Background: an optimization exercise with open tools, aiming at small area. Do not read the settings as production practice.
The RTL was checked by simulation tests, not by an equivalence proof against the original design.
No driver is modelled on the clock port, so clock power and skew are understated where the tree is cut down; a real chip needs a root buffer or a tree.

==> run Y: inputs <==
==> flow/design.v (excerpt) <==
module fir_filter #(
    parameter  INPUT_SIGNAL = 8,
    parameter  CO_EFF_WIDTH = 8,
    parameter  OUTPUT_SIGNAL = 16,
    parameter  TAPS          = 7
) (
    input clk_i,
    input rst_n_i,
    input en_i,
    input signed [INPUT_SIGNAL-1:0] noisy_sig_i,
    output reg signed [OUTPUT_SIGNAL-1:0] filtered_res_o
);
reg [7:0] h1, h2, h3, h4, h5, h6;
wire en_n;
fir_inv u_en_n (.a(en_i), .y(en_n));
wire [7:0] h1_d, h2_d, h3_d, h4_d, h5_d, h6_d;
wire [7:0] h1_k, h2_k, h3_k, h4_k, h5_k, h6_k;
fir_nand u_k1[7:0] (.a(en_n), .b(h1), .y(h1_k));
fir_oai u_d1[7:0] (.g(h1_k), .p(en_n), .c(noisy_sig_i), .y(h1_d));
fir_nand u_k2[7:0] (.a(en_n), .b(h2), .y(h2_k));
fir_oai u_d2[7:0] (.g(h2_k), .p(en_n), .c(h1), .y(h2_d));
fir_nand u_k3[7:0] (.a(en_n), .b(h3), .y(h3_k));
fir_oai u_d3[7:0] (.g(h3_k), .p(en_n), .c(h2), .y(h3_d));
fir_nand u_k4[7:0] (.a(en_n), .b(h4), .y(h4_k));
fir_oai u_d4[7:0] (.g(h4_k), .p(en_n), .c(h3), .y(h4_d));
fir_nand u_k5[7:0] (.a(en_n), .b(h5), .y(h5_k));
fir_oai u_d5[7:0] (.g(h5_k), .p(en_n), .c(h4), .y(h5_d));
fir_nand u_k6[7:0] (.a(en_n), .b(h6), .y(h6_k));
  ...
Settings: LEC_CHECK=0, ABC_AREA=0, CAP_MARGIN=20, CORE_MARGIN=2, CORE_UTILIZATION=70, SETUP_SLACK_MARGIN=-0.3, SLEW_MARGIN=20, SYNTH_HIERARCHICAL=1, SYNTH_MINIMUM_KEEP_SIZE=0; clock period 7.0 ns.
standard.sh (not shown) runs the stock make flow with config.mk's settings and CLKGATE_MAP_FILE= SYNTH_SCRIPT=/design/flow/synth_recipe.tcl, a recipe that flattens the netlist after the stock synthesis.
==> flow/flow/run.sh <==
#!/bin/bash
# The standard layout (the standard.sh, all ORFS steps), with these changes:
# - the port buffers are the smallest buffer cell;
# - the clock tree: CTS builds its tree of clkbuf_4 without dummy loads, then
#   flow/regroup.tcl (run by ORFS after CTS) merges its eight leaf clusters
#   into four, each driven by one clkbuf_8 straight from the clock port
#   (the same buffer depth for every register).
set -euo pipefail
export BUFFER_PORTS_ARGS="-buffer_cell sky130_fd_sc_hd__buf_1"
export CTS_ARGS="-sink_clustering_enable -repair_clock_nets -buf_list sky130_fd_sc_hd__clkbuf_4 -dont_use_dummy_load"
export POST_CTS_TCL="$PWD/flow/regroup.tcl"
export CLKPORT=clk_i NLEAF=4 LEAFBUF=sky130_fd_sc_hd__clkbuf_8
bash standard.sh > standard.log 2>&1
==> flow/flow/regroup.tcl <==
# Post-CTS hook (ORFS POST_CTS_TCL).
# Rebuild the clock tree made by CTS: the clock port drives NLEAF leaf buffers
# directly (no root buffer); each leaf drives the sinks of two or more of the
# original leaves, merged by distance.
proc inst_xy {inst} { set b [$inst getBBox]; return [list [expr {([$b xMin]+[$b xMax])/2}] [expr {([$b yMin]+[$b yMax])/2}]] }
proc out_net {inst} { foreach it [$inst getITerms] { if {[[$it getMTerm] getIoType] == "OUTPUT"} { return [$it getNet] } }; return "NULL" }
proc in_iterm {inst} { foreach it [$inst getITerms] { if {[[$it getMTerm] getIoType] == "INPUT" && ![$it isClocked]} { set n [[$it getMTerm] getName]; if {$n == "A"} { return $it } } }; return "NULL" }
set block [ord::get_db_block]
set db [ord::get_db]
set clk_net [[$block findBTerm $::env(CLKPORT)] getNet]
set root ""
foreach it [$clk_net getITerms] { set root [$it getInst] }
set rnet [out_net $root]
set leaves {}
foreach it [$rnet getITerms] { if {[$it getInst] != $root} { lappend leaves [$it getInst] } }
# groups: start with one group per leaf, merge the closest pair until NLEAF remain
set groups {}
foreach l $leaves { lappend groups [list $l] }
proc gxy {g} { set sx 0; set sy 0; foreach l $g { lassign [inst_xy $l] x y; set sx [expr {$sx+$x}]; set sy [expr {$sy+$y}] }; return [list [expr {$sx/[llength $g]}] [expr {$sy/[llength $g]}]] }
while {[llength $groups] > $::env(NLEAF)} {
  set best -1; set bi 0; set bj 0
  for {set i 0} {$i < [llength $groups]} {incr i} {
    for {set j [expr {$i+1}]} {$j < [llength $groups]} {incr j} {
      lassign [gxy [lindex $groups $i]] x1 y1; lassign [gxy [lindex $groups $j]] x2 y2
      set d [expr {abs($x1-$x2)+abs($y1-$y2) + 0.0}]
      # prefer balanced groups
      set d [expr {$d * ([llength [lindex $groups $i]] + [llength [lindex $groups $j]])}]
      if {$best < 0 || $d < $best} { set best $d; set bi $i; set bj $j }
    }
  }
  set ng [concat [lindex $groups $bi] [lindex $groups $bj]]
  set groups [lreplace $groups $bj $bj]
  set groups [lreplace $groups $bi $bi $ng]
}
set master [$db findMaster $::env(LEAFBUF)]
foreach g $groups {
  set keep [lindex $g 0]
  set knet [out_net $keep]
  foreach other [lrange $g 1 end] {
    set onet [out_net $other]
    foreach it [$onet getITerms] { if {[$it getInst] != $other} { $it disconnect; $it connect $knet } }
    odb::dbInst_destroy $other
    odb::dbNet_destroy $onet
  }
  $keep swapMaster $master
  set ki [in_iterm $keep]
  $ki disconnect
  $ki connect $clk_net
  # move to the centroid of its sinks
  set sx 0; set sy 0; set n 0
  foreach it [$knet getITerms] { if {[$it getInst] != $keep} { lassign [inst_xy [$it getInst]] x y; set sx [expr {$sx+$x}]; set sy [expr {$sy+$y}]; incr n } }
  $keep setLocation [expr {int($sx/$n)}] [expr {int($sy/$n)}]
  puts "regroup: leaf [$keep getName] sinks $n"
}
odb::dbInst_destroy $root
odb::dbNet_destroy $rnet
detailed_placement
check_placement -verbose
==> inputs of run G, as changes to run Y <==
==> flow/flow/run.sh (replaced) <==
#!/bin/bash
# The standard layout (the standard.sh, all ORFS steps), with two changes:
# the port buffers are the smallest buffer cell, and the clock tree is built
# from small clock buffers without dummy loads.
set -euo pipefail
export BUFFER_PORTS_ARGS="-buffer_cell sky130_fd_sc_hd__buf_1"
export CTS_ARGS="-sink_clustering_enable -repair_clock_nets -buf_list sky130_fd_sc_hd__clkbuf_4 -dont_use_dummy_load"
bash standard.sh > standard.log 2>&1
- CAP_MARGIN: 20 -> 5
- SETUP_SLACK_MARGIN: -0.3 -> not set
- SLEW_MARGIN: 20 -> 5
removed: flow/flow/regroup.tcl
==> results.json <==
{
  "slew_headroom_pct": 43.9,
  "arrival_ns": 6.92,
  "track_usage_pct": 26.4,
  "wl_um": 6760,
  "mostFrequentLayoutCells": "fa_1 (75), nand2_1 (52), o21ai_1 (51)",
  "required_ns": 7.27,
  "outcome": "complete, no violations"
}
-- figures above: run G

==> results.json <==
{
  "wl_um": 6550,
  "slew_headroom_pct": 44.4,
  "track_usage_pct": 25.4,
  "arrival_ns": 6.82,
  "crit_family": "adder cells",
  "outcome": "complete, no violations",
  "crit_slowest_cell": "fa_1",
  "syn_avg_cell_area_um2": 13.3,
  "required_ns": 7.02
}
-- figures above: run Y

## separate check: timing with driven ports
How much do the figures lean on ideal ports? The routed layouts below were timed once more, with nothing changed but the port constraints. Step 1 assumes that a clkbuf_16 drives the clock port and a buf_2 every other input. Step 2 times the ports against the registers' clock, not the clock port: input delays grow and output delays shrink by t, the midpoint of the rising clock arrivals with the driver on. Slacks: no drivers / after step 1 / after step 2; pairs: no drivers / after step 1.
run | t (ns) | setup slack, ns | worst register clock-pin slew, ns | worst data-port slew with drivers (ns) | pins driven straight from the clock port
run Y | 0.210 | 0.197 / 0.197 / 0.197 | 0.10 / 0.10 | 0.04 | 4
run G | 0.429 | 0.342 / 0.342 / 0.342 | 0.10 / 0.10 | 0.04 | 1
After both steps every run listed still meets setup and hold.
